Context: an optimization exercise on an open-source flow, tuned for small area, a short achievable clock period and few clock cycles. The choices shown serve that exercise and are no tape-out recipe.
Function was not checked in any run shown here: the RTL went through the layout flow alone.

==> flow/design.v <==
module SequentialMultiplier(clock, reset, multiplicand, multiplier, product, ready, start);
    parameter N = 32;
    input clock;
    input reset;
    input [N-1:0] multiplicand, multiplier;
    output [2*N-1:0] product;
    output ready;
    input start;
    logic busy;
    logic first, first_n;                
    logic [2:0] count;                   
    logic [N-1:0] m_register;
    logic b0;                            
    logic [34:0] acc_s, acc_c;       
    logic [N-1:0] ph_register;           
    logic [N-1:0] pl_register;           
    logic [3:0] one, two, neg;      
    logic [3:0] one_n1, two_n1, neg_n1;    
    logic [7:0] pend_s, pend_c;          
    logic pend_n;                        
    logic [1:0] pend_ci;                 
    wire go = start & ~busy;
    wire accumulate = busy & ~count[2];
    wire resolve = busy & count[2];
    assign ready = ~busy;
    wire [8:0] bb = go ? {multiplier[8:1], 1'b0} : pl_register[15:7];
    wire [3:0] one_d, two_d, neg_d;
    genvar j;
    generate
        for (j = 0; j < 4; j = j + 1) begin : enc
            assign one_d[j] = bb[2*j+1] ^ bb[2*j];
            assign two_d[j] = (bb[2*j+2] & ~bb[2*j+1] & ~bb[2*j]) | (~bb[2*j+2] & bb[2*j+1] & bb[2*j]);
            assign neg_d[j] = bb[2*j+2] & ~(bb[2*j+1] & bb[2*j]);
        end
    endgenerate
    wire [34:0] sum_in = first ? {3'b0, m_register & {N{b0}}} : acc_s;
    wire [34:0] carry_in = ~first_n ? {1'b1, 34'b0} : acc_c;
    wire inj41 = ~(count[1] & count[0]);
    wire [N:0] m1 = {1'b0, m_register};
    wire [N:0] m2 = {m_register, 1'b0};
    wire [33:0] row0;
    assign row0[0] = ((one[0] & m1[0]) | (two[0] & m2[0])) ^ neg[0];
    assign row0[1] = ((one[0] & m1[1]) | (two[0] & m2[1])) ^ neg[0];
    assign row0[2] = ((one[0] & m1[2]) | (two[0] & m2[2])) ^ neg[0];
    assign row0[3] = ((one[0] & m1[3]) | (two[0] & m2[3])) ^ neg[0];
    assign row0[4] = ((one[0] & m1[4]) | (two[0] & m2[4])) ^ neg[0];
    assign row0[5] = ((one[0] & m1[5]) | (two[0] & m2[5])) ^ neg[0];
    assign row0[6] = ((one[0] & m1[6]) | (two[0] & m2[6])) ^ neg[0];
    assign row0[7] = ((one[0] & m1[7]) | (two[0] & m2[7])) ^ neg[0];
    assign row0[8] = ((one[0] & m1[8]) | (two[0] & m2[8])) ^ neg[0];
    assign row0[9] = ((one[0] & m1[9]) | (two[0] & m2[9])) ^ neg[0];
    assign row0[10] = ((one[0] & m1[10]) | (two[0] & m2[10])) ^ neg[0];
    assign row0[11] = ((one[0] & m1[11]) | (two[0] & m2[11])) ^ neg[0];
    assign row0[12] = ((one[0] & m1[12]) | (two[0] & m2[12])) ^ neg[0];
    assign row0[13] = ((one[0] & m1[13]) | (two[0] & m2[13])) ^ neg[0];
    assign row0[14] = ((one[0] & m1[14]) | (two[0] & m2[14])) ^ neg[0];
    assign row0[15] = ((one[0] & m1[15]) | (two[0] & m2[15])) ^ neg[0];
    assign row0[16] = ((one[0] & m1[16]) | (two[0] & m2[16])) ^ neg[0];
    assign row0[17] = ((~one_n1[0] & m1[17]) | (~two_n1[0] & m2[17])) ^ ~neg_n1[0];
    assign row0[18] = ((~one_n1[0] & m1[18]) | (~two_n1[0] & m2[18])) ^ ~neg_n1[0];
    assign row0[19] = ((~one_n1[0] & m1[19]) | (~two_n1[0] & m2[19])) ^ ~neg_n1[0];
    assign row0[20] = ((~one_n1[0] & m1[20]) | (~two_n1[0] & m2[20])) ^ ~neg_n1[0];
    assign row0[21] = ((~one_n1[0] & m1[21]) | (~two_n1[0] & m2[21])) ^ ~neg_n1[0];
    assign row0[22] = ((~one_n1[0] & m1[22]) | (~two_n1[0] & m2[22])) ^ ~neg_n1[0];
    assign row0[23] = ((~one_n1[0] & m1[23]) | (~two_n1[0] & m2[23])) ^ ~neg_n1[0];
    assign row0[24] = ((~one_n1[0] & m1[24]) | (~two_n1[0] & m2[24])) ^ ~neg_n1[0];
    assign row0[25] = ((~one_n1[0] & m1[25]) | (~two_n1[0] & m2[25])) ^ ~neg_n1[0];
    assign row0[26] = ((~one_n1[0] & m1[26]) | (~two_n1[0] & m2[26])) ^ ~neg_n1[0];
    assign row0[27] = ((~one_n1[0] & m1[27]) | (~two_n1[0] & m2[27])) ^ ~neg_n1[0];
    assign row0[28] = ((~one_n1[0] & m1[28]) | (~two_n1[0] & m2[28])) ^ ~neg_n1[0];
    assign row0[29] = ((~one_n1[0] & m1[29]) | (~two_n1[0] & m2[29])) ^ ~neg_n1[0];
    assign row0[30] = ((~one_n1[0] & m1[30]) | (~two_n1[0] & m2[30])) ^ ~neg_n1[0];
    assign row0[31] = ((~one_n1[0] & m1[31]) | (~two_n1[0] & m2[31])) ^ ~neg_n1[0];
    assign row0[32] = ((~one_n1[0] & m1[32]) | (~two_n1[0] & m2[32])) ^ ~neg_n1[0];
    assign row0[33] = neg_n1[0];
    wire [33:0] row1;
    assign row1[0] = ((one[1] & m1[0]) | (two[1] & m2[0])) ^ neg[1];
    assign row1[1] = ((one[1] & m1[1]) | (two[1] & m2[1])) ^ neg[1];
    assign row1[2] = ((one[1] & m1[2]) | (two[1] & m2[2])) ^ neg[1];
    assign row1[3] = ((one[1] & m1[3]) | (two[1] & m2[3])) ^ neg[1];
    assign row1[4] = ((one[1] & m1[4]) | (two[1] & m2[4])) ^ neg[1];
    assign row1[5] = ((one[1] & m1[5]) | (two[1] & m2[5])) ^ neg[1];
    assign row1[6] = ((one[1] & m1[6]) | (two[1] & m2[6])) ^ neg[1];
    assign row1[7] = ((one[1] & m1[7]) | (two[1] & m2[7])) ^ neg[1];
    assign row1[8] = ((one[1] & m1[8]) | (two[1] & m2[8])) ^ neg[1];
    assign row1[9] = ((one[1] & m1[9]) | (two[1] & m2[9])) ^ neg[1];
    assign row1[10] = ((one[1] & m1[10]) | (two[1] & m2[10])) ^ neg[1];
    assign row1[11] = ((one[1] & m1[11]) | (two[1] & m2[11])) ^ neg[1];
    assign row1[12] = ((one[1] & m1[12]) | (two[1] & m2[12])) ^ neg[1];
    assign row1[13] = ((one[1] & m1[13]) | (two[1] & m2[13])) ^ neg[1];
    assign row1[14] = ((one[1] & m1[14]) | (two[1] & m2[14])) ^ neg[1];
    assign row1[15] = ((one[1] & m1[15]) | (two[1] & m2[15])) ^ neg[1];
    assign row1[16] = ((one[1] & m1[16]) | (two[1] & m2[16])) ^ neg[1];
    assign row1[17] = ((~one_n1[1] & m1[17]) | (~two_n1[1] & m2[17])) ^ ~neg_n1[1];
    assign row1[18] = ((~one_n1[1] & m1[18]) | (~two_n1[1] & m2[18])) ^ ~neg_n1[1];
    assign row1[19] = ((~one_n1[1] & m1[19]) | (~two_n1[1] & m2[19])) ^ ~neg_n1[1];
    assign row1[20] = ((~one_n1[1] & m1[20]) | (~two_n1[1] & m2[20])) ^ ~neg_n1[1];
    assign row1[21] = ((~one_n1[1] & m1[21]) | (~two_n1[1] & m2[21])) ^ ~neg_n1[1];
    assign row1[22] = ((~one_n1[1] & m1[22]) | (~two_n1[1] & m2[22])) ^ ~neg_n1[1];
    assign row1[23] = ((~one_n1[1] & m1[23]) | (~two_n1[1] & m2[23])) ^ ~neg_n1[1];
    assign row1[24] = ((~one_n1[1] & m1[24]) | (~two_n1[1] & m2[24])) ^ ~neg_n1[1];
    assign row1[25] = ((~one_n1[1] & m1[25]) | (~two_n1[1] & m2[25])) ^ ~neg_n1[1];
    assign row1[26] = ((~one_n1[1] & m1[26]) | (~two_n1[1] & m2[26])) ^ ~neg_n1[1];
    assign row1[27] = ((~one_n1[1] & m1[27]) | (~two_n1[1] & m2[27])) ^ ~neg_n1[1];
    assign row1[28] = ((~one_n1[1] & m1[28]) | (~two_n1[1] & m2[28])) ^ ~neg_n1[1];
    assign row1[29] = ((~one_n1[1] & m1[29]) | (~two_n1[1] & m2[29])) ^ ~neg_n1[1];
    assign row1[30] = ((~one_n1[1] & m1[30]) | (~two_n1[1] & m2[30])) ^ ~neg_n1[1];
    assign row1[31] = ((~one_n1[1] & m1[31]) | (~two_n1[1] & m2[31])) ^ ~neg_n1[1];
    assign row1[32] = ((~one_n1[1] & m1[32]) | (~two_n1[1] & m2[32])) ^ ~neg_n1[1];
    assign row1[33] = neg_n1[1];
    wire [33:0] row2;
    assign row2[0] = ((one[2] & m1[0]) | (two[2] & m2[0])) ^ neg[2];
    assign row2[1] = ((one[2] & m1[1]) | (two[2] & m2[1])) ^ neg[2];
    assign row2[2] = ((one[2] & m1[2]) | (two[2] & m2[2])) ^ neg[2];
    assign row2[3] = ((one[2] & m1[3]) | (two[2] & m2[3])) ^ neg[2];
    assign row2[4] = ((one[2] & m1[4]) | (two[2] & m2[4])) ^ neg[2];
    assign row2[5] = ((one[2] & m1[5]) | (two[2] & m2[5])) ^ neg[2];
    assign row2[6] = ((one[2] & m1[6]) | (two[2] & m2[6])) ^ neg[2];
    assign row2[7] = ((one[2] & m1[7]) | (two[2] & m2[7])) ^ neg[2];
    assign row2[8] = ((one[2] & m1[8]) | (two[2] & m2[8])) ^ neg[2];
    assign row2[9] = ((one[2] & m1[9]) | (two[2] & m2[9])) ^ neg[2];
    assign row2[10] = ((one[2] & m1[10]) | (two[2] & m2[10])) ^ neg[2];
    assign row2[11] = ((one[2] & m1[11]) | (two[2] & m2[11])) ^ neg[2];
    assign row2[12] = ((one[2] & m1[12]) | (two[2] & m2[12])) ^ neg[2];
    assign row2[13] = ((one[2] & m1[13]) | (two[2] & m2[13])) ^ neg[2];
    assign row2[14] = ((one[2] & m1[14]) | (two[2] & m2[14])) ^ neg[2];
    assign row2[15] = ((one[2] & m1[15]) | (two[2] & m2[15])) ^ neg[2];
    assign row2[16] = ((one[2] & m1[16]) | (two[2] & m2[16])) ^ neg[2];
    assign row2[17] = ((~one_n1[2] & m1[17]) | (~two_n1[2] & m2[17])) ^ ~neg_n1[2];
    assign row2[18] = ((~one_n1[2] & m1[18]) | (~two_n1[2] & m2[18])) ^ ~neg_n1[2];
    assign row2[19] = ((~one_n1[2] & m1[19]) | (~two_n1[2] & m2[19])) ^ ~neg_n1[2];
    assign row2[20] = ((~one_n1[2] & m1[20]) | (~two_n1[2] & m2[20])) ^ ~neg_n1[2];
    assign row2[21] = ((~one_n1[2] & m1[21]) | (~two_n1[2] & m2[21])) ^ ~neg_n1[2];
    assign row2[22] = ((~one_n1[2] & m1[22]) | (~two_n1[2] & m2[22])) ^ ~neg_n1[2];
    assign row2[23] = ((~one_n1[2] & m1[23]) | (~two_n1[2] & m2[23])) ^ ~neg_n1[2];
    assign row2[24] = ((~one_n1[2] & m1[24]) | (~two_n1[2] & m2[24])) ^ ~neg_n1[2];
    assign row2[25] = ((~one_n1[2] & m1[25]) | (~two_n1[2] & m2[25])) ^ ~neg_n1[2];
    assign row2[26] = ((~one_n1[2] & m1[26]) | (~two_n1[2] & m2[26])) ^ ~neg_n1[2];
    assign row2[27] = ((~one_n1[2] & m1[27]) | (~two_n1[2] & m2[27])) ^ ~neg_n1[2];
    assign row2[28] = ((~one_n1[2] & m1[28]) | (~two_n1[2] & m2[28])) ^ ~neg_n1[2];
    assign row2[29] = ((~one_n1[2] & m1[29]) | (~two_n1[2] & m2[29])) ^ ~neg_n1[2];
    assign row2[30] = ((~one_n1[2] & m1[30]) | (~two_n1[2] & m2[30])) ^ ~neg_n1[2];
    assign row2[31] = ((~one_n1[2] & m1[31]) | (~two_n1[2] & m2[31])) ^ ~neg_n1[2];
    assign row2[32] = ((~one_n1[2] & m1[32]) | (~two_n1[2] & m2[32])) ^ ~neg_n1[2];
    assign row2[33] = neg_n1[2];
    wire [33:0] row3;
    assign row3[0] = ((one[3] & m1[0]) | (two[3] & m2[0])) ^ neg[3];
    assign row3[1] = ((one[3] & m1[1]) | (two[3] & m2[1])) ^ neg[3];
    assign row3[2] = ((one[3] & m1[2]) | (two[3] & m2[2])) ^ neg[3];
    assign row3[3] = ((one[3] & m1[3]) | (two[3] & m2[3])) ^ neg[3];
    assign row3[4] = ((one[3] & m1[4]) | (two[3] & m2[4])) ^ neg[3];
    assign row3[5] = ((one[3] & m1[5]) | (two[3] & m2[5])) ^ neg[3];
    assign row3[6] = ((one[3] & m1[6]) | (two[3] & m2[6])) ^ neg[3];
    assign row3[7] = ((one[3] & m1[7]) | (two[3] & m2[7])) ^ neg[3];
    assign row3[8] = ((one[3] & m1[8]) | (two[3] & m2[8])) ^ neg[3];
    assign row3[9] = ((one[3] & m1[9]) | (two[3] & m2[9])) ^ neg[3];
    assign row3[10] = ((one[3] & m1[10]) | (two[3] & m2[10])) ^ neg[3];
    assign row3[11] = ((one[3] & m1[11]) | (two[3] & m2[11])) ^ neg[3];
    assign row3[12] = ((one[3] & m1[12]) | (two[3] & m2[12])) ^ neg[3];
    assign row3[13] = ((one[3] & m1[13]) | (two[3] & m2[13])) ^ neg[3];
    assign row3[14] = ((one[3] & m1[14]) | (two[3] & m2[14])) ^ neg[3];
    assign row3[15] = ((one[3] & m1[15]) | (two[3] & m2[15])) ^ neg[3];
    assign row3[16] = ((one[3] & m1[16]) | (two[3] & m2[16])) ^ neg[3];
    assign row3[17] = ((~one_n1[3] & m1[17]) | (~two_n1[3] & m2[17])) ^ ~neg_n1[3];
    assign row3[18] = ((~one_n1[3] & m1[18]) | (~two_n1[3] & m2[18])) ^ ~neg_n1[3];
    assign row3[19] = ((~one_n1[3] & m1[19]) | (~two_n1[3] & m2[19])) ^ ~neg_n1[3];
    assign row3[20] = ((~one_n1[3] & m1[20]) | (~two_n1[3] & m2[20])) ^ ~neg_n1[3];
    assign row3[21] = ((~one_n1[3] & m1[21]) | (~two_n1[3] & m2[21])) ^ ~neg_n1[3];
    assign row3[22] = ((~one_n1[3] & m1[22]) | (~two_n1[3] & m2[22])) ^ ~neg_n1[3];
    assign row3[23] = ((~one_n1[3] & m1[23]) | (~two_n1[3] & m2[23])) ^ ~neg_n1[3];
    assign row3[24] = ((~one_n1[3] & m1[24]) | (~two_n1[3] & m2[24])) ^ ~neg_n1[3];
    assign row3[25] = ((~one_n1[3] & m1[25]) | (~two_n1[3] & m2[25])) ^ ~neg_n1[3];
    assign row3[26] = ((~one_n1[3] & m1[26]) | (~two_n1[3] & m2[26])) ^ ~neg_n1[3];
    assign row3[27] = ((~one_n1[3] & m1[27]) | (~two_n1[3] & m2[27])) ^ ~neg_n1[3];
    assign row3[28] = ((~one_n1[3] & m1[28]) | (~two_n1[3] & m2[28])) ^ ~neg_n1[3];
    assign row3[29] = ((~one_n1[3] & m1[29]) | (~two_n1[3] & m2[29])) ^ ~neg_n1[3];
    assign row3[30] = ((~one_n1[3] & m1[30]) | (~two_n1[3] & m2[30])) ^ ~neg_n1[3];
    assign row3[31] = ((~one_n1[3] & m1[31]) | (~two_n1[3] & m2[31])) ^ ~neg_n1[3];
    assign row3[32] = ((~one_n1[3] & m1[32]) | (~two_n1[3] & m2[32])) ^ ~neg_n1[3];
    assign row3[33] = neg_n1[3];
    wire hs0, hc0;
    HalfAdder ha0 (carry_in[3], sum_in[3], hs0, hc0);
    wire hs1, hc1;
    HalfAdder ha1 (carry_in[4], sum_in[4], hs1, hc1);
    wire fs0, fc0;
    FullAdder fa0 (carry_in[5], sum_in[5], neg[2], fs0, fc0);
    wire hs2, hc2;
    HalfAdder ha2 (row0[4], row1[2], hs2, hc2);
    wire fs1, fc1;
    FullAdder fa1 (carry_in[6], sum_in[6], row0[5], fs1, fc1);
    wire hs3, hc3;
    HalfAdder ha3 (row1[3], row2[1], hs3, hc3);
    wire fs2, fc2;
    FullAdder fa2 (carry_in[7], sum_in[7], row0[6], fs2, fc2);
    wire fs3, fc3;
    FullAdder fa3 (row1[4], row2[2], row3[0], fs3, fc3);
    wire fs4, fc4;
    FullAdder fa4 (carry_in[8], sum_in[8], row0[7], fs4, fc4);
    wire fs5, fc5;
    FullAdder fa5 (row1[5], row2[3], row3[1], fs5, fc5);
    wire fs6, fc6;
    FullAdder fa6 (carry_in[9], sum_in[9], row0[8], fs6, fc6);
    wire fs7, fc7;
    FullAdder fa7 (row1[6], row2[4], row3[2], fs7, fc7);
    wire fs8, fc8;
    FullAdder fa8 (carry_in[10], sum_in[10], row0[9], fs8, fc8);
    wire fs9, fc9;
    FullAdder fa9 (row1[7], row2[5], row3[3], fs9, fc9);
    wire fs10, fc10;
    FullAdder fa10 (carry_in[11], sum_in[11], row0[10], fs10, fc10);
    wire fs11, fc11;
    FullAdder fa11 (row1[8], row2[6], row3[4], fs11, fc11);
    wire fs12, fc12;
    FullAdder fa12 (carry_in[12], sum_in[12], row0[11], fs12, fc12);
    wire fs13, fc13;
    FullAdder fa13 (row1[9], row2[7], row3[5], fs13, fc13);
    wire fs14, fc14;
    FullAdder fa14 (carry_in[13], sum_in[13], row0[12], fs14, fc14);
    wire fs15, fc15;
    FullAdder fa15 (row1[10], row2[8], row3[6], fs15, fc15);
    wire fs16, fc16;
    FullAdder fa16 (carry_in[14], sum_in[14], row0[13], fs16, fc16);
    wire fs17, fc17;
    FullAdder fa17 (row1[11], row2[9], row3[7], fs17, fc17);
    wire fs18, fc18;
    FullAdder fa18 (carry_in[15], sum_in[15], row0[14], fs18, fc18);
    wire fs19, fc19;
    FullAdder fa19 (row1[12], row2[10], row3[8], fs19, fc19);
    wire fs20, fc20;
    FullAdder fa20 (carry_in[16], sum_in[16], row0[15], fs20, fc20);
    wire fs21, fc21;
    FullAdder fa21 (row1[13], row2[11], row3[9], fs21, fc21);
    wire fs22, fc22;
    FullAdder fa22 (carry_in[17], sum_in[17], row0[16], fs22, fc22);
    wire fs23, fc23;
    FullAdder fa23 (row1[14], row2[12], row3[10], fs23, fc23);
    wire fs24, fc24;
    FullAdder fa24 (carry_in[18], sum_in[18], row0[17], fs24, fc24);
    wire fs25, fc25;
    FullAdder fa25 (row1[15], row2[13], row3[11], fs25, fc25);
    wire fs26, fc26;
    FullAdder fa26 (carry_in[19], sum_in[19], row0[18], fs26, fc26);
    wire fs27, fc27;
    FullAdder fa27 (row1[16], row2[14], row3[12], fs27, fc27);
    wire fs28, fc28;
    FullAdder fa28 (carry_in[20], sum_in[20], row0[19], fs28, fc28);
    wire fs29, fc29;
    FullAdder fa29 (row1[17], row2[15], row3[13], fs29, fc29);
    wire fs30, fc30;
    FullAdder fa30 (carry_in[21], sum_in[21], row0[20], fs30, fc30);
    wire fs31, fc31;
    FullAdder fa31 (row1[18], row2[16], row3[14], fs31, fc31);
    wire fs32, fc32;
    FullAdder fa32 (carry_in[22], sum_in[22], row0[21], fs32, fc32);
    wire fs33, fc33;
    FullAdder fa33 (row1[19], row2[17], row3[15], fs33, fc33);
    wire fs34, fc34;
    FullAdder fa34 (carry_in[23], sum_in[23], row0[22], fs34, fc34);
    wire fs35, fc35;
    FullAdder fa35 (row1[20], row2[18], row3[16], fs35, fc35);
    wire fs36, fc36;
    FullAdder fa36 (carry_in[24], sum_in[24], row0[23], fs36, fc36);
    wire fs37, fc37;
    FullAdder fa37 (row1[21], row2[19], row3[17], fs37, fc37);
    wire fs38, fc38;
    FullAdder fa38 (carry_in[25], sum_in[25], row0[24], fs38, fc38);
    wire fs39, fc39;
    FullAdder fa39 (row1[22], row2[20], row3[18], fs39, fc39);
    wire fs40, fc40;
    FullAdder fa40 (carry_in[26], sum_in[26], row0[25], fs40, fc40);
    wire fs41, fc41;
    FullAdder fa41 (row1[23], row2[21], row3[19], fs41, fc41);
    wire fs42, fc42;
    FullAdder fa42 (carry_in[27], sum_in[27], row0[26], fs42, fc42);
    wire fs43, fc43;
    FullAdder fa43 (row1[24], row2[22], row3[20], fs43, fc43);
    wire fs44, fc44;
    FullAdder fa44 (carry_in[28], sum_in[28], row0[27], fs44, fc44);
    wire fs45, fc45;
    FullAdder fa45 (row1[25], row2[23], row3[21], fs45, fc45);
    wire fs46, fc46;
    FullAdder fa46 (carry_in[29], sum_in[29], row0[28], fs46, fc46);
    wire fs47, fc47;
    FullAdder fa47 (row1[26], row2[24], row3[22], fs47, fc47);
    wire fs48, fc48;
    FullAdder fa48 (carry_in[30], sum_in[30], row0[29], fs48, fc48);
    wire fs49, fc49;
    FullAdder fa49 (row1[27], row2[25], row3[23], fs49, fc49);
    wire fs50, fc50;
    FullAdder fa50 (carry_in[31], sum_in[31], row0[30], fs50, fc50);
    wire fs51, fc51;
    FullAdder fa51 (row1[28], row2[26], row3[24], fs51, fc51);
    wire fs52, fc52;
    FullAdder fa52 (carry_in[32], sum_in[32], row0[31], fs52, fc52);
    wire fs53, fc53;
    FullAdder fa53 (row1[29], row2[27], row3[25], fs53, fc53);
    wire fs54, fc54;
    FullAdder fa54 (carry_in[33], sum_in[33], row0[32], fs54, fc54);
    wire fs55, fc55;
    FullAdder fa55 (row1[30], row2[28], row3[26], fs55, fc55);
    wire fs56, fc56;
    FullAdder fa56 (carry_in[34], sum_in[34], row0[33], fs56, fc56);
    wire fs57, fc57;
    FullAdder fa57 (row1[31], row2[29], row3[27], fs57, fc57);
    wire fs58 = ~(row1[32] ^ row2[30]);
    wire fc58 = row1[32] | row2[30];
    wire hs4, hc4;
    HalfAdder ha4 (carry_in[1], sum_in[1], hs4, hc4);
    wire hs5, hc5;
    HalfAdder ha5 (carry_in[2], sum_in[2], hs5, hc5);
    wire fs59, fc59;
    FullAdder fa59 (hs0, neg[1], row0[2], fs59, fc59);
    wire fs60, fc60;
    FullAdder fa60 (hc0, hs1, row0[3], fs60, fc60);
    wire fs61, fc61;
    FullAdder fa61 (hc1, row2[0], fs0, fs61, fc61);
    wire fs62, fc62;
    FullAdder fa62 (fc0, hc2, hs3, fs62, fc62);
    wire fs63, fc63;
    FullAdder fa63 (hc3, fc1, fs2, fs63, fc63);
    wire fs64, fc64;
    FullAdder fa64 (fc2, fc3, fs4, fs64, fc64);
    wire fs65, fc65;
    FullAdder fa65 (fc4, fc5, fs6, fs65, fc65);
    wire fs66, fc66;
    FullAdder fa66 (fc6, fc7, fs8, fs66, fc66);
    wire fs67, fc67;
    FullAdder fa67 (fc8, fc9, fs10, fs67, fc67);
    wire fs68, fc68;
    FullAdder fa68 (fc10, fc11, fs12, fs68, fc68);
    wire fs69, fc69;
    FullAdder fa69 (fc12, fc13, fs14, fs69, fc69);
    wire fs70, fc70;
    FullAdder fa70 (fc14, fc15, fs16, fs70, fc70);
    wire fs71, fc71;
    FullAdder fa71 (fc16, fc17, fs18, fs71, fc71);
    wire fs72, fc72;
    FullAdder fa72 (fc18, fc19, fs20, fs72, fc72);
    wire fs73, fc73;
    FullAdder fa73 (fc20, fc21, fs22, fs73, fc73);
    wire fs74, fc74;
    FullAdder fa74 (fc22, fc23, fs24, fs74, fc74);
    wire fs75, fc75;
    FullAdder fa75 (fc24, fc25, fs26, fs75, fc75);
    wire fs76, fc76;
    FullAdder fa76 (fc26, fc27, fs28, fs76, fc76);
    wire fs77, fc77;
    FullAdder fa77 (fc28, fc29, fs30, fs77, fc77);
    wire fs78, fc78;
    FullAdder fa78 (fc30, fc31, fs32, fs78, fc78);
    wire fs79, fc79;
    FullAdder fa79 (fc32, fc33, fs34, fs79, fc79);
    wire fs80, fc80;
    FullAdder fa80 (fc34, fc35, fs36, fs80, fc80);
    wire fs81, fc81;
    FullAdder fa81 (fc36, fc37, fs38, fs81, fc81);
    wire fs82, fc82;
    FullAdder fa82 (fc38, fc39, fs40, fs82, fc82);
    wire fs83, fc83;
    FullAdder fa83 (fc40, fc41, fs42, fs83, fc83);
    wire fs84, fc84;
    FullAdder fa84 (fc42, fc43, fs44, fs84, fc84);
    wire fs85, fc85;
    FullAdder fa85 (fc44, fc45, fs46, fs85, fc85);
    wire fs86, fc86;
    FullAdder fa86 (fc46, fc47, fs48, fs86, fc86);
    wire fs87, fc87;
    FullAdder fa87 (fc48, fc49, fs50, fs87, fc87);
    wire fs88, fc88;
    FullAdder fa88 (fc50, fc51, fs52, fs88, fc88);
    wire fs89, fc89;
    FullAdder fa89 (fc52, fc53, fs54, fs89, fc89);
    wire fs90, fc90;
    FullAdder fa90 (fc54, fc55, fs56, fs90, fc90);
    wire fs91, fc91;
    FullAdder fa91 (row3[28], fc56, fc57, fs91, fc91);
    wire fs92, fc92;
    FullAdder fa92 (row1[33], row2[31], row3[29], fs92, fc92);
    wire hs6 = ~row2[32];
    wire hc6 = row2[32];
    wire hs7, hc7;
    HalfAdder ha7 (hs4, neg[0], hs7, hc7);
    wire fs93, fc93;
    FullAdder fa93 (hc4, hs5, row0[1], fs93, fc93);
    wire fs94, fc94;
    FullAdder fa94 (hc5, row1[0], fs59, fs94, fc94);
    wire fs95, fc95;
    FullAdder fa95 (row1[1], fc59, fs60, fs95, fc95);
    wire fs96, fc96;
    FullAdder fa96 (hs2, fc60, fs61, fs96, fc96);
    wire fs97, fc97;
    FullAdder fa97 (fs1, fc61, fs62, fs97, fc97);
    wire fs98, fc98;
    FullAdder fa98 (fs3, fc62, fs63, fs98, fc98);
    wire fs99, fc99;
    FullAdder fa99 (fs5, fc63, fs64, fs99, fc99);
    wire fs100, fc100;
    FullAdder fa100 (fs7, fc64, fs65, fs100, fc100);
    wire fs101, fc101;
    FullAdder fa101 (fs9, fc65, fs66, fs101, fc101);
    wire fs102, fc102;
    FullAdder fa102 (fs11, fc66, fs67, fs102, fc102);
    wire fs103, fc103;
    FullAdder fa103 (fs13, fc67, fs68, fs103, fc103);
    wire fs104, fc104;
    FullAdder fa104 (fs15, fc68, fs69, fs104, fc104);
    wire fs105, fc105;
    FullAdder fa105 (fs17, fc69, fs70, fs105, fc105);
    wire fs106, fc106;
    FullAdder fa106 (fs19, fc70, fs71, fs106, fc106);
    wire fs107, fc107;
    FullAdder fa107 (fs21, fc71, fs72, fs107, fc107);
    wire fs108, fc108;
    FullAdder fa108 (fs23, fc72, fs73, fs108, fc108);
    wire fs109, fc109;
    FullAdder fa109 (fs25, fc73, fs74, fs109, fc109);
    wire fs110, fc110;
    FullAdder fa110 (fs27, fc74, fs75, fs110, fc110);
    wire fs111, fc111;
    FullAdder fa111 (fs29, fc75, fs76, fs111, fc111);
    wire fs112, fc112;
    FullAdder fa112 (fs31, fc76, fs77, fs112, fc112);
    wire fs113, fc113;
    FullAdder fa113 (fs33, fc77, fs78, fs113, fc113);
    wire fs114, fc114;
    FullAdder fa114 (fs35, fc78, fs79, fs114, fc114);
    wire fs115, fc115;
    FullAdder fa115 (fs37, fc79, fs80, fs115, fc115);
    wire fs116, fc116;
    FullAdder fa116 (fs39, fc80, fs81, fs116, fc116);
    wire fs117, fc117;
    FullAdder fa117 (fs41, fc81, fs82, fs117, fc117);
    wire fs118, fc118;
    FullAdder fa118 (fs43, fc82, fs83, fs118, fc118);
    wire fs119, fc119;
    FullAdder fa119 (fs45, fc83, fs84, fs119, fc119);
    wire fs120, fc120;
    FullAdder fa120 (fs47, fc84, fs85, fs120, fc120);
    wire fs121, fc121;
    FullAdder fa121 (fs49, fc85, fs86, fs121, fc121);
    wire fs122, fc122;
    FullAdder fa122 (fs51, fc86, fs87, fs122, fc122);
    wire fs123, fc123;
    FullAdder fa123 (fs53, fc87, fs88, fs123, fc123);
    wire fs124, fc124;
    FullAdder fa124 (fs55, fc88, fs89, fs124, fc124);
    wire fs125, fc125;
    FullAdder fa125 (fs57, fc89, fs90, fs125, fc125);
    wire fs126, fc126;
    FullAdder fa126 (fs58, fc90, fs91, fs126, fc126);
    wire fs127, fc127;
    FullAdder fa127 (fc58, fs92, fc91, fs127, fc127);
    wire fs128, fc128;
    FullAdder fa128 (row3[30], hs6, fc92, fs128, fc128);
    wire fs129, fc129;
    FullAdder fa129 (row2[33], row3[31], hc6, fs129, fc129);
    wire hs8 = ~row3[32];
    wire hc8 = row3[32];
    wire [42:0] tx = {1'b0, inj41, row3[33], hs8, fs129, fs128, fc126, fc125, fc124, fc123, fc122, fc121, fc120, fc119, fc118, fc117, fc116, fc115, fc114, fc113, fc112, fc111, fc110, fc109, fc108, fc107, fc106, fc105, fc104, fc103, fc102, fc101, fc100, fc99, fc98, fc97, fc96, fc95, fc94, fc93, hc7, hs7, carry_in[0]};
    wire [42:0] ty = {1'b0, 1'b0, hc8, fc129, fc128, fc127, fs127, fs126, fs125, fs124, fs123, fs122, fs121, fs120, fs119, fs118, fs117, fs116, fs115, fs114, fs113, fs112, fs111, fs110, fs109, fs108, fs107, fs106, fs105, fs104, fs103, fs102, fs101, fs100, fs99, fs98, fs97, fs96, fs95, fs94, fs93, row0[0], sum_in[0]};
    wire [39:0] fsum;
    wire [1:0] low_ci;
    FinalAdder final_add ({acc_s[N-1:0], pend_s}, {acc_c[N-1:0], pend_c}, pend_n, pend_ci, fsum, low_ci);
    wire [7:0] low = fsum[7:0];
    wire [N-1:0] hi = fsum[39:8];
    assign product = {ph_register, pl_register};
    always_ff @(posedge clock) begin
        if (~busy)
            m_register <= multiplicand;
        if (go)
            b0 <= multiplier[0];
        one <= one_d;
        two <= two_d;
        neg <= neg_d;
        one_n1 <= ~one_d;
        two_n1 <= ~two_d;
        neg_n1 <= ~neg_d;
        pend_s <= tx[7:0];
        pend_c <= ty[7:0];
        pend_n <= neg[3];
        pend_ci <= first ? 2'b0 : low_ci;
        acc_s <= tx[42:8];
        acc_c <= ty[42:8];
        if (resolve)
            ph_register <= hi;
        if (go)
            pl_register <= {1'b0, multiplier[N-1:1]};
        else if (busy)
            pl_register <= {low, pl_register[N-1:8]};
    end
    always_ff @(posedge clock or posedge reset) begin
        if (reset) begin
            first <= 1'b0;
            first_n <= 1'b1;
        end else begin
            first <= go;
            first_n <= ~go;
        end
    end
    always_ff @(posedge clock or posedge reset) begin
        if (reset) begin
            busy <= 1'b0;
            count <= '0;
        end else if (go) begin
            busy <= 1'b1;
            count <= '0;
        end else if (busy) begin
            count <= count + 1'b1;
            if (count == 3'd4)
                busy <= 1'b0;
        end
    end
endmodule
module FinalAdder(input [39:0] x, input [39:0] y, input n, input [1:0] ci,
                  output [39:0] sum, output [1:0] low_ci);
    wire [39:0] z = {32'b0, n, 5'b0, ci};
    wire [39:0] u = x ^ y ^ z;
    wire [40:0] v = {(x & y) | ((x | y) & z), 1'b0};
    wire c8;
    wire p0, g0;
    HalfAdder pg0 (u[0], v[0], p0, g0);
    wire p1, g1;
    HalfAdder pg1 (u[1], v[1], p1, g1);
    wire p2, g2;
    HalfAdder pg2 (u[2], v[2], p2, g2);
    wire p3, g3;
    HalfAdder pg3 (u[3], v[3], p3, g3);
    wire p4, g4;
    HalfAdder pg4 (u[4], v[4], p4, g4);
    wire p5, g5;
    HalfAdder pg5 (u[5], v[5], p5, g5);
    wire p6, g6;
    HalfAdder pg6 (u[6], v[6], p6, g6);
    wire p7, g7;
    HalfAdder pg7 (u[7], v[7], p7, g7);
    wire p8, g8;
    HalfAdder pg8 (u[8], v[8], p8, g8);
    wire p9, g9;
    HalfAdder pg9 (u[9], v[9], p9, g9);
    wire p10, g10;
    HalfAdder pg10 (u[10], v[10], p10, g10);
    wire p11, g11;
    HalfAdder pg11 (u[11], v[11], p11, g11);
    wire p12, g12;
    HalfAdder pg12 (u[12], v[12], p12, g12);
    wire p13, g13;
    HalfAdder pg13 (u[13], v[13], p13, g13);
    wire p14, g14;
    HalfAdder pg14 (u[14], v[14], p14, g14);
    wire p15, g15;
    HalfAdder pg15 (u[15], v[15], p15, g15);
    wire p16, g16;
    HalfAdder pg16 (u[16], v[16], p16, g16);
    wire p17, g17;
    HalfAdder pg17 (u[17], v[17], p17, g17);
    wire p18, g18;
    HalfAdder pg18 (u[18], v[18], p18, g18);
    wire p19, g19;
    HalfAdder pg19 (u[19], v[19], p19, g19);
    wire p20, g20;
    HalfAdder pg20 (u[20], v[20], p20, g20);
    wire p21, g21;
    HalfAdder pg21 (u[21], v[21], p21, g21);
    wire p22, g22;
    HalfAdder pg22 (u[22], v[22], p22, g22);
    wire p23, g23;
    HalfAdder pg23 (u[23], v[23], p23, g23);
    wire p24, g24;
    HalfAdder pg24 (u[24], v[24], p24, g24);
    wire p25, g25;
    HalfAdder pg25 (u[25], v[25], p25, g25);
    wire p26, g26;
    HalfAdder pg26 (u[26], v[26], p26, g26);
    wire p27, g27;
    HalfAdder pg27 (u[27], v[27], p27, g27);
    wire p28, g28;
    HalfAdder pg28 (u[28], v[28], p28, g28);
    wire p29, g29;
    HalfAdder pg29 (u[29], v[29], p29, g29);
    wire p30, g30;
    HalfAdder pg30 (u[30], v[30], p30, g30);
    wire p31, g31;
    HalfAdder pg31 (u[31], v[31], p31, g31);
    wire p32, g32;
    HalfAdder pg32 (u[32], v[32], p32, g32);
    wire p33, g33;
    HalfAdder pg33 (u[33], v[33], p33, g33);
    wire p34, g34;
    HalfAdder pg34 (u[34], v[34], p34, g34);
    wire p35, g35;
    HalfAdder pg35 (u[35], v[35], p35, g35);
    wire p36, g36;
    HalfAdder pg36 (u[36], v[36], p36, g36);
    wire p37, g37;
    HalfAdder pg37 (u[37], v[37], p37, g37);
    wire p38, g38;
    HalfAdder pg38 (u[38], v[38], p38, g38);
    wire p39, g39;
    HalfAdder pg39 (u[39], v[39], p39, g39);
    wire G0;
    AndOr go0 (p1, g0, g1, G0);
    wire G1;
    AndOr go1 (p3, g2, g3, G1);
    wire P1;
    And2 po1 (p3, p2, P1);
    wire G2;
    AndOr go2 (p5, g4, g5, G2);
    wire P2;
    And2 po2 (p5, p4, P2);
    wire G3;
    AndOr go3 (p7, g6, g7, G3);
    wire P3;
    And2 po3 (p7, p6, P3);
    wire G4;
    AndOr go4 (p9, g8, g9, G4);
    wire P4;
    And2 po4 (p9, p8, P4);
    wire G5;
    AndOr go5 (p11, g10, g11, G5);
    wire P5;
    And2 po5 (p11, p10, P5);
    wire G6;
    AndOr go6 (p13, g12, g13, G6);
    wire P6;
    And2 po6 (p13, p12, P6);
    wire G7;
    AndOr go7 (p15, g14, g15, G7);
    wire P7;
    And2 po7 (p15, p14, P7);
    wire G8;
    AndOr go8 (p17, g16, g17, G8);
    wire P8;
    And2 po8 (p17, p16, P8);
    wire G9;
    AndOr go9 (p19, g18, g19, G9);
    wire P9;
    And2 po9 (p19, p18, P9);
    wire G10;
    AndOr go10 (p21, g20, g21, G10);
    wire P10;
    And2 po10 (p21, p20, P10);
    wire G11;
    AndOr go11 (p23, g22, g23, G11);
    wire P11;
    And2 po11 (p23, p22, P11);
    wire G12;
    AndOr go12 (p25, g24, g25, G12);
    wire P12;
    And2 po12 (p25, p24, P12);
    wire G13;
    AndOr go13 (p27, g26, g27, G13);
    wire P13;
    And2 po13 (p27, p26, P13);
    wire G14;
    AndOr go14 (p29, g28, g29, G14);
    wire P14;
    And2 po14 (p29, p28, P14);
    wire G15;
    AndOr go15 (p31, g30, g31, G15);
    wire P15;
    And2 po15 (p31, p30, P15);
    wire G16;
    AndOr go16 (p33, g32, g33, G16);
    wire P16;
    And2 po16 (p33, p32, P16);
    wire G17;
    AndOr go17 (p35, g34, g35, G17);
    wire P17;
    And2 po17 (p35, p34, P17);
    wire G18;
    AndOr go18 (p37, g36, g37, G18);
    wire P18;
    And2 po18 (p37, p36, P18);
    wire G19;
    AndOr go19 (p39, g38, g39, G19);
    wire P19;
    And2 po19 (p39, p38, P19);
    wire G20;
    AndOr go20 (p2, G0, g2, G20);
    wire G21;
    AndOr go21 (P1, G0, G1, G21);
    wire G22;
    AndOr go22 (p6, G2, g6, G22);
    wire P22;
    And2 po22 (p6, P2, P22);
    wire G23;
    AndOr go23 (P3, G2, G3, G23);
    wire P23;
    And2 po23 (P3, P2, P23);
    wire G24;
    AndOr go24 (p10, G4, g10, G24);
    wire P24;
    And2 po24 (p10, P4, P24);
    wire G25;
    AndOr go25 (P5, G4, G5, G25);
    wire P25;
    And2 po25 (P5, P4, P25);
    wire G26;
    AndOr go26 (p14, G6, g14, G26);
    wire P26;
    And2 po26 (p14, P6, P26);
    wire G27;
    AndOr go27 (P7, G6, G7, G27);
    wire P27;
    And2 po27 (P7, P6, P27);
    wire G28;
    AndOr go28 (p18, G8, g18, G28);
    wire P28;
    And2 po28 (p18, P8, P28);
    wire G29;
    AndOr go29 (P9, G8, G9, G29);
    wire P29;
    And2 po29 (P9, P8, P29);
    wire G30;
    AndOr go30 (p22, G10, g22, G30);
    wire P30;
    And2 po30 (p22, P10, P30);
    wire G31;
    AndOr go31 (P11, G10, G11, G31);
    wire P31;
    And2 po31 (P11, P10, P31);
    wire G32;
    AndOr go32 (p26, G12, g26, G32);
    wire P32;
    And2 po32 (p26, P12, P32);
    wire G33;
    AndOr go33 (P13, G12, G13, G33);
    wire P33;
    And2 po33 (P13, P12, P33);
    wire G34;
    AndOr go34 (p30, G14, g30, G34);
    wire P34;
    And2 po34 (p30, P14, P34);
    wire G35;
    AndOr go35 (P15, G14, G15, G35);
    wire P35;
    And2 po35 (P15, P14, P35);
    wire G36;
    AndOr go36 (p34, G16, g34, G36);
    wire P36;
    And2 po36 (p34, P16, P36);
    wire G37;
    AndOr go37 (P17, G16, G17, G37);
    wire P37;
    And2 po37 (P17, P16, P37);
    wire G38;
    AndOr go38 (p38, G18, g38, G38);
    wire P38;
    And2 po38 (p38, P18, P38);
    wire G39;
    AndOr go39 (P19, G18, G19, G39);
    wire P39;
    And2 po39 (P19, P18, P39);
    wire G40;
    AndOr go40 (p4, G21, g4, G40);
    wire G41;
    AndOr go41 (P2, G21, G2, G41);
    wire G42;
    AndOr go42 (P22, G21, G22, G42);
    wire G43;
    AndOr go43 (P23, G21, G23, G43);
    wire G44;
    AndOr go44 (p12, G25, g12, G44);
    wire P44;
    And2 po44 (p12, P25, P44);
    wire G45;
    AndOr go45 (P6, G25, G6, G45);
    wire P45;
    And2 po45 (P6, P25, P45);
    wire G46;
    AndOr go46 (P26, G25, G26, G46);
    wire P46;
    And2 po46 (P26, P25, P46);
    wire G47;
    AndOr go47 (P27, G25, G27, G47);
    wire P47;
    And2 po47 (P27, P25, P47);
    wire G48;
    AndOr go48 (p20, G29, g20, G48);
    wire P48;
    And2 po48 (p20, P29, P48);
    wire G49;
    AndOr go49 (P10, G29, G10, G49);
    wire P49;
    And2 po49 (P10, P29, P49);
    wire G50;
    AndOr go50 (P30, G29, G30, G50);
    wire P50;
    And2 po50 (P30, P29, P50);
    wire G51;
    AndOr go51 (P31, G29, G31, G51);
    wire P51;
    And2 po51 (P31, P29, P51);
    wire G52;
    AndOr go52 (p28, G33, g28, G52);
    wire P52;
    And2 po52 (p28, P33, P52);
    wire G53;
    AndOr go53 (P14, G33, G14, G53);
    wire P53;
    And2 po53 (P14, P33, P53);
    wire G54;
    AndOr go54 (P34, G33, G34, G54);
    wire P54;
    And2 po54 (P34, P33, P54);
    wire G55;
    AndOr go55 (P35, G33, G35, G55);
    wire P55;
    And2 po55 (P35, P33, P55);
    wire G56;
    AndOr go56 (p36, G37, g36, G56);
    wire P56;
    And2 po56 (p36, P37, P56);
    wire G57;
    AndOr go57 (P18, G37, G18, G57);
    wire P57;
    And2 po57 (P18, P37, P57);
    wire G58;
    AndOr go58 (P38, G37, G38, G58);
    wire P58;
    And2 po58 (P38, P37, P58);
    wire G59;
    AndOr go59 (P39, G37, G39, G59);
    wire P59;
    And2 po59 (P39, P37, P59);
    wire G60;
    AndOr go60 (p8, G43, g8, G60);
    wire G61;
    AndOr go61 (P4, G43, G4, G61);
    wire G62;
    AndOr go62 (P24, G43, G24, G62);
    wire G63;
    AndOr go63 (P25, G43, G25, G63);
    wire G64;
    AndOr go64 (P44, G43, G44, G64);
    wire G65;
    AndOr go65 (P45, G43, G45, G65);
    wire G66;
    AndOr go66 (P46, G43, G46, G66);
    wire G67;
    AndOr go67 (P47, G43, G47, G67);
    wire G68;
    AndOr go68 (p24, G51, g24, G68);
    wire P68;
    And2 po68 (p24, P51, P68);
    wire G69;
    AndOr go69 (P12, G51, G12, G69);
    wire P69;
    And2 po69 (P12, P51, P69);
    wire G70;
    AndOr go70 (P32, G51, G32, G70);
    wire P70;
    And2 po70 (P32, P51, P70);
    wire G71;
    AndOr go71 (P33, G51, G33, G71);
    wire P71;
    And2 po71 (P33, P51, P71);
    wire G72;
    AndOr go72 (P52, G51, G52, G72);
    wire P72;
    And2 po72 (P52, P51, P72);
    wire G73;
    AndOr go73 (P53, G51, G53, G73);
    wire P73;
    And2 po73 (P53, P51, P73);
    wire G74;
    AndOr go74 (P54, G51, G54, G74);
    wire P74;
    And2 po74 (P54, P51, P74);
    wire G75;
    AndOr go75 (P55, G51, G55, G75);
    wire P75;
    And2 po75 (P55, P51, P75);
    wire G76;
    AndOr go76 (p16, G67, g16, G76);
    wire G77;
    AndOr go77 (P8, G67, G8, G77);
    wire G78;
    AndOr go78 (P28, G67, G28, G78);
    wire G79;
    AndOr go79 (P29, G67, G29, G79);
    wire G80;
    AndOr go80 (P48, G67, G48, G80);
    wire G81;
    AndOr go81 (P49, G67, G49, G81);
    wire G82;
    AndOr go82 (P50, G67, G50, G82);
    wire G83;
    AndOr go83 (P51, G67, G51, G83);
    wire G84;
    AndOr go84 (P68, G67, G68, G84);
    wire G85;
    AndOr go85 (P69, G67, G69, G85);
    wire G86;
    AndOr go86 (P70, G67, G70, G86);
    wire G87;
    AndOr go87 (P71, G67, G71, G87);
    wire G88;
    AndOr go88 (P72, G67, G72, G88);
    wire G89;
    AndOr go89 (P73, G67, G73, G89);
    wire G90;
    AndOr go90 (P74, G67, G74, G90);
    wire G91;
    AndOr go91 (P75, G67, G75, G91);
    wire G92;
    AndOr go92 (p32, G91, g32, G92);
    wire G93;
    AndOr go93 (P16, G91, G16, G93);
    wire G94;
    AndOr go94 (P36, G91, G36, G94);
    wire G95;
    AndOr go95 (P37, G91, G37, G95);
    wire G96;
    AndOr go96 (P56, G91, G56, G96);
    wire G97;
    AndOr go97 (P57, G91, G57, G97);
    wire G98;
    AndOr go98 (P58, G91, G58, G98);
    wire G99;
    AndOr go99 (P59, G91, G59, G99);
    assign sum[0] = p0;
    Xor2 sx1 (p1, g0, sum[1]);
    Xor2 sx2 (p2, G0, sum[2]);
    Xor2 sx3 (p3, G20, sum[3]);
    Xor2 sx4 (p4, G21, sum[4]);
    Xor2 sx5 (p5, G40, sum[5]);
    Xor2 sx6 (p6, G41, sum[6]);
    Xor2 sx7 (p7, G42, sum[7]);
    Xor2 sx8 (p8, G43, sum[8]);
    Xor2 sx9 (p9, G60, sum[9]);
    Xor2 sx10 (p10, G61, sum[10]);
    Xor2 sx11 (p11, G62, sum[11]);
    Xor2 sx12 (p12, G63, sum[12]);
    Xor2 sx13 (p13, G64, sum[13]);
    Xor2 sx14 (p14, G65, sum[14]);
    Xor2 sx15 (p15, G66, sum[15]);
    Xor2 sx16 (p16, G67, sum[16]);
    Xor2 sx17 (p17, G76, sum[17]);
    Xor2 sx18 (p18, G77, sum[18]);
    Xor2 sx19 (p19, G78, sum[19]);
    Xor2 sx20 (p20, G79, sum[20]);
    Xor2 sx21 (p21, G80, sum[21]);
    Xor2 sx22 (p22, G81, sum[22]);
    Xor2 sx23 (p23, G82, sum[23]);
    Xor2 sx24 (p24, G83, sum[24]);
    Xor2 sx25 (p25, G84, sum[25]);
    Xor2 sx26 (p26, G85, sum[26]);
    Xor2 sx27 (p27, G86, sum[27]);
    Xor2 sx28 (p28, G87, sum[28]);
    Xor2 sx29 (p29, G88, sum[29]);
    Xor2 sx30 (p30, G89, sum[30]);
    Xor2 sx31 (p31, G90, sum[31]);
    Xor2 sx32 (p32, G91, sum[32]);
    Xor2 sx33 (p33, G92, sum[33]);
    Xor2 sx34 (p34, G93, sum[34]);
    Xor2 sx35 (p35, G94, sum[35]);
    Xor2 sx36 (p36, G95, sum[36]);
    Xor2 sx37 (p37, G96, sum[37]);
    Xor2 sx38 (p38, G97, sum[38]);
    Xor2 sx39 (p39, G98, sum[39]);
    assign c8 = G43;
    assign low_ci = {1'b0, c8} + {1'b0, v[8]};
endmodule
module AndOr(input a, input b, input c, output y);
    assign y = (a & b) | c;
endmodule
module And2(input a, input b, output y);
    assign y = a & b;
endmodule
module Xor2(input a, input b, output y);
    assign y = a ^ b;
endmodule
module FullAdder(input a, input b, input c, output s, output co);
    assign s = a ^ b ^ c;
    assign co = (a & b) | (a & c) | (b & c);
endmodule
module HalfAdder(input a, input b, output s, output co);
    assign s = a ^ b;
    assign co = a & b;
endmodule
==> flow/run.sh <==
#!/bin/bash
# synth_recipe.tcl (not shown) runs the flow's synth.tcl, then flattens the netlist and writes it again
# the make line also repeats each setting of config.mk as NAME=value (left out here)
make -C /OpenROAD-flow-scripts/flow DESIGN_CONFIG=/design/flow/config.mk WORK_HOME=/design/flow/orfs CLKGATE_MAP_FILE= SYNTH_SCRIPT=/design/flow/synth_recipe.tcl finish
==> flow/config.mk <==
export PLATFORM = sky130hd
export DESIGN_NAME = SequentialMultiplier
export DESIGN_NICKNAME = SequentialMultiplier
export VERILOG_FILES = /design/flow/design.v
export SDC_FILE = /design/flow/constraint.sdc
export NUM_CORES = 4
export LEC_CHECK = 0
export CAP_MARGIN = 20
export CORE_MARGIN = 2
export CORE_UTILIZATION = 40
export SETUP_SLACK_MARGIN = 1.0
export SLEW_MARGIN = 20
export SYNTH_HIERARCHICAL = 1
==> flow/constraint.sdc <==
create_clock -name core_clock -period 4.0 [get_ports {clock}]
set_input_delay 0.8000 -clock core_clock [delete_from_list [all_inputs] [get_ports {clock}]]
set_output_delay 0.8000 -clock core_clock [all_outputs]
set_load 0.01 [all_outputs]
==> metrics.md, run 1 <==
| Metric | Value |
|---|---|
| Status | no timing/DRC/antenna violations |
| Clock root buffer | clkbuf_16 |
| CP Data Arrival Time | 3.17 ns |
| FF-to-FF Start | pend_c[7]$_DFF_P_ |
| Slew Limit Fails | 0 |
| Vias in the first global route | 10003 |
| Syn Inst Count | 1296 |
| Std cell rows | 69 |
| # nets final | 1680 |
| Hold Path Cell Cnt | 1 |
| Min Tclk post-route | 2.89 ns |
| Dominant cells by area after synthesis | edfxtp_1 20%, fa_1 18%, dfxtp_1 15% |
| Initial drt markers | 573 |
| Hold path endpoint | count[2]$_DFFE_PP0P_ |
| FF-to-FF End | ph_register[30]$_DFFE_PP_ |
| Drt via density | 5.16 |
| Chip Height | 194 um |
| Synth-to-Final Area Change | 17.5% |
| Hold Startpoint | count[2]$_DFFE_PP0P_ |
| Reg-to-reg slack, setup | 1.11 ns |
| Largest net degree at the start of global routing | 47 |
| Worst min-delay path class | reg -> reg |
| CP Launch Type | register |
| Final HPWL DP | 25800 um |
| Distinct cells, synth | 42 |
| DRT antenna net count | 0 |
| Largest area contributor in the netlist | edfxtp_1 |
| RSZ-0062 raised after global routing | no |
| Drt total wl | 34700 um |
| Reg2reg path depth | 9 |
| Initial antenna violation count | 0 |
| Overall routing resource usage | 0.185 |
| Maximum clock frequency | 346 MHz |
| Ports | 132 |
| Final setup fails | 0 |
| WP data required | 4.28 ns |
| Final Hold Fails | 0 |
| Gpl congestion | 0.818 |
| Hold slack final | 0.480 ns |
| Clock sinks | 213 |
| Die ar. | 37700 um2 |
| Yosys reg bits | 213 |
| Routed len/inst | 18.5 um |
| Asr flop ratio synth | 0.0282 |
| FILL cells | 3323 |
| Initial Util | 0.407 |
| H-tree depth | 1 |
| Port Buffers | 131 |
| Crit Path Class | reg -> reg |
| Share of cells above drive strength 1 | 0.0511 |
| Max Clock Skew | 0.0134 ns |
| Slew margin rel. | 0.336 |
| DRC Markers | 0 |
| Core footprint | 35600 um2 |
| Vias | 9654 |
| Number of max-cap violations | 0 |
| Dominant synthesized flop cell | dfxtp_1 |
| CTS tree | yes |
| CTS Buffer Depth | 3 |
| Worst Setup End Kind | register |
| Detailed Routing Iterations Pass 1 | 6 |
| CP max FO | 10 |
| Synth top area share | 0.199 |
| First-pass GRT wire length | 55700 um |
| Post-synth top cells | 133 x nand2_1, 133 x xnor2_1, 132 x fa_1 |
| CTS buffer count | 25 |
| Number of synthesized flops with an enable pin | 96 |
| Post-synthesis instance area | 14500 um2 |
| Die Width | 194 um |
| Clock slew at reported path FFs | 0.07 ns |
| Worst-skew pair later-pin latency | 0.53 ns |
| Avg Cell Area, Syn | 11.2 um2 |
| YS warnings | 7 |
| Fin crit share | 0.722 |
| Slew @ Worst Pin | 0.996 ns |
| Sequential fraction of the synthesis area | 0.364 |
| Final setup TNS | 0 ns |
| # diodes | 0 |
| Gr ovfl total | 0 |
-- layout by cell type (no fill, tap or decap), types with 2 or more instances in the layout --
| cell | count |
|---|---|
| xnor2_1 | 133 |
| nor3b_1 | 2 |
| o22ai_1 | 62 |
| conb_1 | 3 |
| a22oi_1 | 64 |
| o221ai_1 | 2 |
| nand2_1 | 133 |
| a21oi_1 | 2 |
| nand2b_1 | 9 |
| inv_1 | 64 |
| nor2_1 | 5 |
| nor2b_1 | 7 |
| o31a_1 | 2 |
| ha_1 | 90 |
| edfxtp_1 | 96 |
| clkbuf_16 | 28 |
| inv_6 | 2 |
| fa_1 | 132 |
| a21o_1 | 93 |
| a21o_4 | 3 |
| mux2_2 | 3 |
| nand3_1 | 2 |
| and2_1 | 93 |
| mux2_4 | 2 |
| clkinv_2 | 5 |
| inv_4 | 3 |
| clkbuf_8 | 5 |
| o21ai_1 | 3 |
| dfxtp_1 | 111 |
| o31ai_1 | 4 |
| buf_4 | 14 |
| clkdlybuf4s50_1 | 131 |
| dfrtp_1 | 5 |
| mux2i_1 | 2 |
| xor2_1 | 46 |
| o21ai_0 | 35 |
-- repair_timing --
action | in CTS | in global routing
setup buffers | 0 | 0
endpoints found under the hold margin | 0 | 0
hold buffers | 0 | 0
setup endpoints to repair | 7 | 7
resized for setup | 3 | 3
-- worst max path at each step --
| stage | slack, ns | endpoint | depth (start not counted) | startpoint |
|---|---|---|---|---|
| after CTS | 1.00 | ph_register[30]$_DFFE_PP_ | 9 | pend_c[7]$_DFF_P_ |
| after detailed placement | 0.93 | ph_register[30]$_DFFE_PP_ | 9 | pend_c[7]$_DFF_P_ |
| after global routing | 1.01 | ph_register[28]$_DFFE_PP_ | 9 | pend_c[7]$_DFF_P_ |
| final | 1.11 | ph_register[30]$_DFFE_PP_ | 9 | pend_c[7]$_DFF_P_ |
| after global placement | 0.96 | ph_register[27]$_DFFE_PP_ | 9 | pend_c[7]$_DFF_P_ |
| after floorplan | 1.16 | ph_register[28]$_DFFE_PP_ | 9 | pend_c[7]$_DFF_P_ |
-- flip-flops by register name (all words and copies together), names as in the netlist --
signal and count:
b0 1, two 4, first_n 1, neg 4
neg_n1 4, m_register 32, acc_s 34, pend_s 8
pend_n 1, one_n1 4, pend_c 8, two_n1 4
busy 1, pl_register 32, pend_ci 2, one 4
acc_c 33, first 1, ph_register 32, count 3
-- layout make-up --
type	instances	area, um2	share of cell area
flip-flops and latches	213	5260	0.310
clock inverters	12	103	0.00604
repair buffers	145	1420	0.0834
clock buffers	34	773	0.0455
multi-input cells	941	8610	0.507
well taps	461	577	0.0340
inverters	65	249	0.0147
-- per-layer routing --
layer,share of wire,track usage
met1,0.47,0.265
met2,0.46,0.293
met3,0.054,0.0282
met4,0.019,0.0441
met5,0,0
-- modules after synthesis, one instance, submodules excluded --
module	copies in the design	flip-flops and latches	cell area [um2]	cells inside
Xor2	39	0	8.76	1
FinalAdder	1	0	543	43
HalfAdder	47	0	12.5	1
FullAdder	129	0	20.0	1
AndOr	96	0	7.51	1
SequentialMultiplier	1	213	9320	884
And2	58	0	6.26	1
-- worst max-delay path, stage by stage, from the launching register on --
cell and delay (ns):
dfxtp_1 0.32, fa_1 0.49, ha_1 0.35, and2_1 0.18
and2_1 0.17, a21o_4 0.27, a21o_4 0.26, a21o_4 0.26
a21o_1 0.18, xor2_1 0.15
-- cell families (layout without fill, tap and decap cells) --
kind of cell,count (synthesis),after routing,share of synthesized area
flip-flops,213,213,0.364
AO/OA/AOI/OAI,274,274,0.130
other,2,3,0.000519
buffers and inverters,143,256,0.0430
multiplexers,7,7,0.00580
XOR/XNOR,179,179,0.108
AND/OR/NAND/NOR,256,256,0.0877
adder cells (fa/ha/maj),222,222,0.261
-- per-stage QoR --
step                 util  worst slack (ns)  area, um2  instances
floorplan               -              1.16      14500       1297
global placement    0.452             0.961      16100       1825
detailed placement  0.452             0.927      16100       1825
CTS                 0.477              1.00      17000       1871
global route        0.477              1.01      17000       1871
finish              0.477              1.11      17000       1871
==> inputs of run 2 (changes only) <==
--- a/flow/config.mk
+++ b/flow/config.mk
@@ -8,6 +8,6 @@
 export CAP_MARGIN = 20
 export CORE_MARGIN = 2
 export CORE_UTILIZATION = 40
-export SETUP_SLACK_MARGIN = 1.0
+export SETUP_SLACK_MARGIN = 0.5
 export SLEW_MARGIN = 20
 export SYNTH_HIERARCHICAL = 1
==> metrics.md, run 2 <==
| Metric | Value |
|---|---|
| Sequential fraction of the synthesis area | 0.364 |
| Initial Util | 0.407 |
| Regs by FF count | acc_s (34), acc_c (33) |
| Hold path endpoint | count[2]$_DFFE_PP0P_ |
| Die Width | 194 um |
| Detailed Routing Iterations Pass 1 | 6 |
| Final HPWL DP | 25800 um |
| Maximum clock frequency | 321 MHz |
| Most frequent cells in the layout | 133 x nand2_1, 133 x xnor2_1, 132 x fa_1 |
| FF-to-FF End | ph_register[30]$_DFFE_PP_ |
| RSZ-0062 raised after global routing | no |
| Worst Setup End Kind | register |
| Post-synthesis instance area | 14500 um2 |
| CP max FO | 10 |
| Largest area contributor in the netlist | edfxtp_1 |
| Hold Path Cell Cnt | 1 |
| Slew margin rel. | 0.338 |
| Largest net degree at the start of global routing | 47 |
| Asr flop ratio synth | 0.0282 |
| # diodes | 0 |
| CTS tree | yes |
| FILL cells | 3322 |
| Drt total wl | 34600 um |
| CTS buffer count | 25 |
| Slew Limit Fails | 0 |
| Synth top area share | 0.199 |
| Fin crit share | 0.778 |
| DRC Markers | 0 |
| Drt via density | 5.15 |
| Place WS | 0.927 ns |
| Clock slew at reported path FFs | 0.07 ns |
| Dominant synthesized flop cell | dfxtp_1 |
| Max Clock Skew | 0.0140 ns |
| Largest register FFs | 34 |
| Reg-to-reg slack, setup | 0.89 ns |
| Avg Cell Area, Syn | 11.2 um2 |
| Port Buffers | 131 |
| Die ar. | 37700 um2 |
| Yosys reg bits | 213 |
| CTS Buffer Depth | 3 |
| FF-to-FF Start | pend_c[7]$_DFF_P_ |
| Slew @ Worst Pin | 0.993 ns |
| Ports | 132 |
| First-pass GRT wire length | 55700 um |
| Number of max-cap violations | 0 |
| Initial drt markers | 615 |
| Worst min-delay path class | reg -> reg |
| Vias | 9630 |
| Worst-skew pair later-pin latency | 0.54 ns |
| CP Data Arrival Time | 3.39 ns |
| Final setup TNS | 0 ns |
| Final setup fails | 0 |
| Area of the multi-input gates | 8590 um2 |
| Worst setup margin | 0.887 ns |
| Hold_buf cts | 0 |
| Final Core Density | 0.477 |
| Clock sinks | 213 |
| Vias in the first global route | 10003 |
| Reg2reg path depth | 9 |
| Clock root buffer | clkbuf_16 |
| Syn Inst Count | 1296 |
| Number of synthesized flops with an enable pin | 96 |
| DRT antenna net count | 0 |
| Initial antenna violation count | 0 |
| Gpl congestion | 0.818 |
| Setup Fix Bufs, Post-CTS | 0 |
| Routed len/inst | 18.5 um |
| Overall routing resource usage | 0.185 |
| CP Launch Type | register |
| # nets final | 1680 |
| H-tree depth | 1 |
| Dominant cells by area after synthesis | edfxtp_1 20%, fa_1 18%, dfxtp_1 15% |
| Most flops, register | acc_s |
| YS warnings | 7 |
| Std cell rows | 69 |
| Hold Startpoint | count[2]$_DFFE_PP0P_ |
| Storage element area | 5260 um2 |
| Crit Path Class | reg -> reg |
| WP data required | 4.28 ns |
| Gr ovfl total | 0 |
| Min Tclk post-route | 3.11 ns |
| Chip Height | 194 um |
| Synth-to-Final Area Change | 17.3% |
| Post-synth top cells | 133 x nand2_1, 133 x xnor2_1, 132 x fa_1 |
| Status | no timing/DRC/antenna violations |
| Share of cells above drive strength 1 | 0.0489 |
| Final Hold Fails | 0 |
| Core footprint | 35600 um2 |
| PostCTS Resize Cnt | 0 |
| Distinct cells, synth | 42 |
==> run 2: logic make-up after synthesis <==
family,count (synthesis),share of synthesized area
other,2,0.000519
buffers and inverters,143,0.0430
DFF,213,0.364
xor gates and xnor gates,179,0.108
muxes,7,0.00580
adders and majority gates,222,0.261
AOI/OAI and AO/OA,274,0.130
and+or+nand+nor,256,0.0877
==> run 2: how the worst max path moves through the flow <==
| stage | from | to | slack, ns | cells past startpoint |
|---|---|---|---|---|
| finish | pend_c[7]$_DFF_P_ | ph_register[30]$_DFFE_PP_ | 0.89 | 9 |
| global route | pend_c[1]$_DFF_P_ | ph_register[28]$_DFFE_PP_ | 0.76 | 9 |
| CTS | pend_c[7]$_DFF_P_ | ph_register[30]$_DFFE_PP_ | 0.89 | 9 |
| detailed placement | pend_c[7]$_DFF_P_ | ph_register[30]$_DFFE_PP_ | 0.93 | 9 |
| global placement | pend_c[7]$_DFF_P_ | ph_register[27]$_DFFE_PP_ | 0.96 | 9 |
| floorplan | pend_c[7]$_DFF_P_ | ph_register[28]$_DFFE_PP_ | 1.16 | 9 |
==> run 2: critical path, stage by stage (launching register included) <==
cell and delay [ns]:
dfxtp_1 0.32, fa_1 0.49, ha_1 0.35, and2_1 0.18, and2_1 0.15, a21o_1 0.32, a21o_1 0.33, a21o_1 0.32
a21o_1 0.22, xor2_1 0.15
==> run 2: cell type report <==
type                       count  share of cell area
tap                          461              0.0340
clock inverter                12             0.00605
sequential                   213               0.310
timing repair buffer         145              0.0835
multi-input combinational    941               0.506
clock buffer                  34              0.0456
inverter                      65              0.0147
==> run 2: modules after synthesis (local to each module, per instance) <==
module | flops+latches | cells inside
AndOr | 0 | 1
Xor2 | 0 | 1
SequentialMultiplier | 213 | 884
HalfAdder | 0 | 1
FullAdder | 0 | 1
And2 | 0 | 1
FinalAdder | 0 | 43
==> run 2: routing by layer <==
| layer | global-route usage | vias up | routed length, um | part of all wire |
|---|---|---|---|---|
| li1 | - | 4597 | - | - |
| met1 | 0.265 | 4740 | 16300 | 0.47 |
| met2 | 0.293 | 248 | 15900 | 0.46 |
| met3 | 0.0282 | 45 | 1770 | 0.051 |
| met4 | 0.0441 | 0 | 631 | 0.018 |
| met5 | 0 | - | 0 | 0 |
==> run 2: through the flow <==
step                hold WS [ns]  cells  area [um2]
floorplan                  0.326   1297       14500
global placement           0.461   1825       16100
detailed placement         0.468   1825       16100
CTS                        0.476   1871       17000
global route               0.516   1871       17000
finish                     0.480   1871       17000

static timing again, ports no longer ideal:
The results above use ideal ports. As a check the final layouts listed here were re-extracted and re-timed, cells and wires unchanged. Step 1: set_driving_cell puts a clkbuf_16 on clock and a buf_2 on each other input, an assumption about the parent block. Step 2 also shifts input and output timing later by t, the mid clock arrival at the registers, as if the neighbouring blocks saw the same clock. a / b / c = ideal / step 1 / step 2; a / b = the first two.
| run | t (ns) | setup WS [ns] | cell pins on the clock port's net |
|---|---|---|---|
| run 1 | 0.575 | 1.112 / 1.112 / 1.112 | 1 |
| run 2 | 0.577 | 0.887 / 0.887 / 0.887 | 1 |
After both steps every run listed still meets setup and hold.
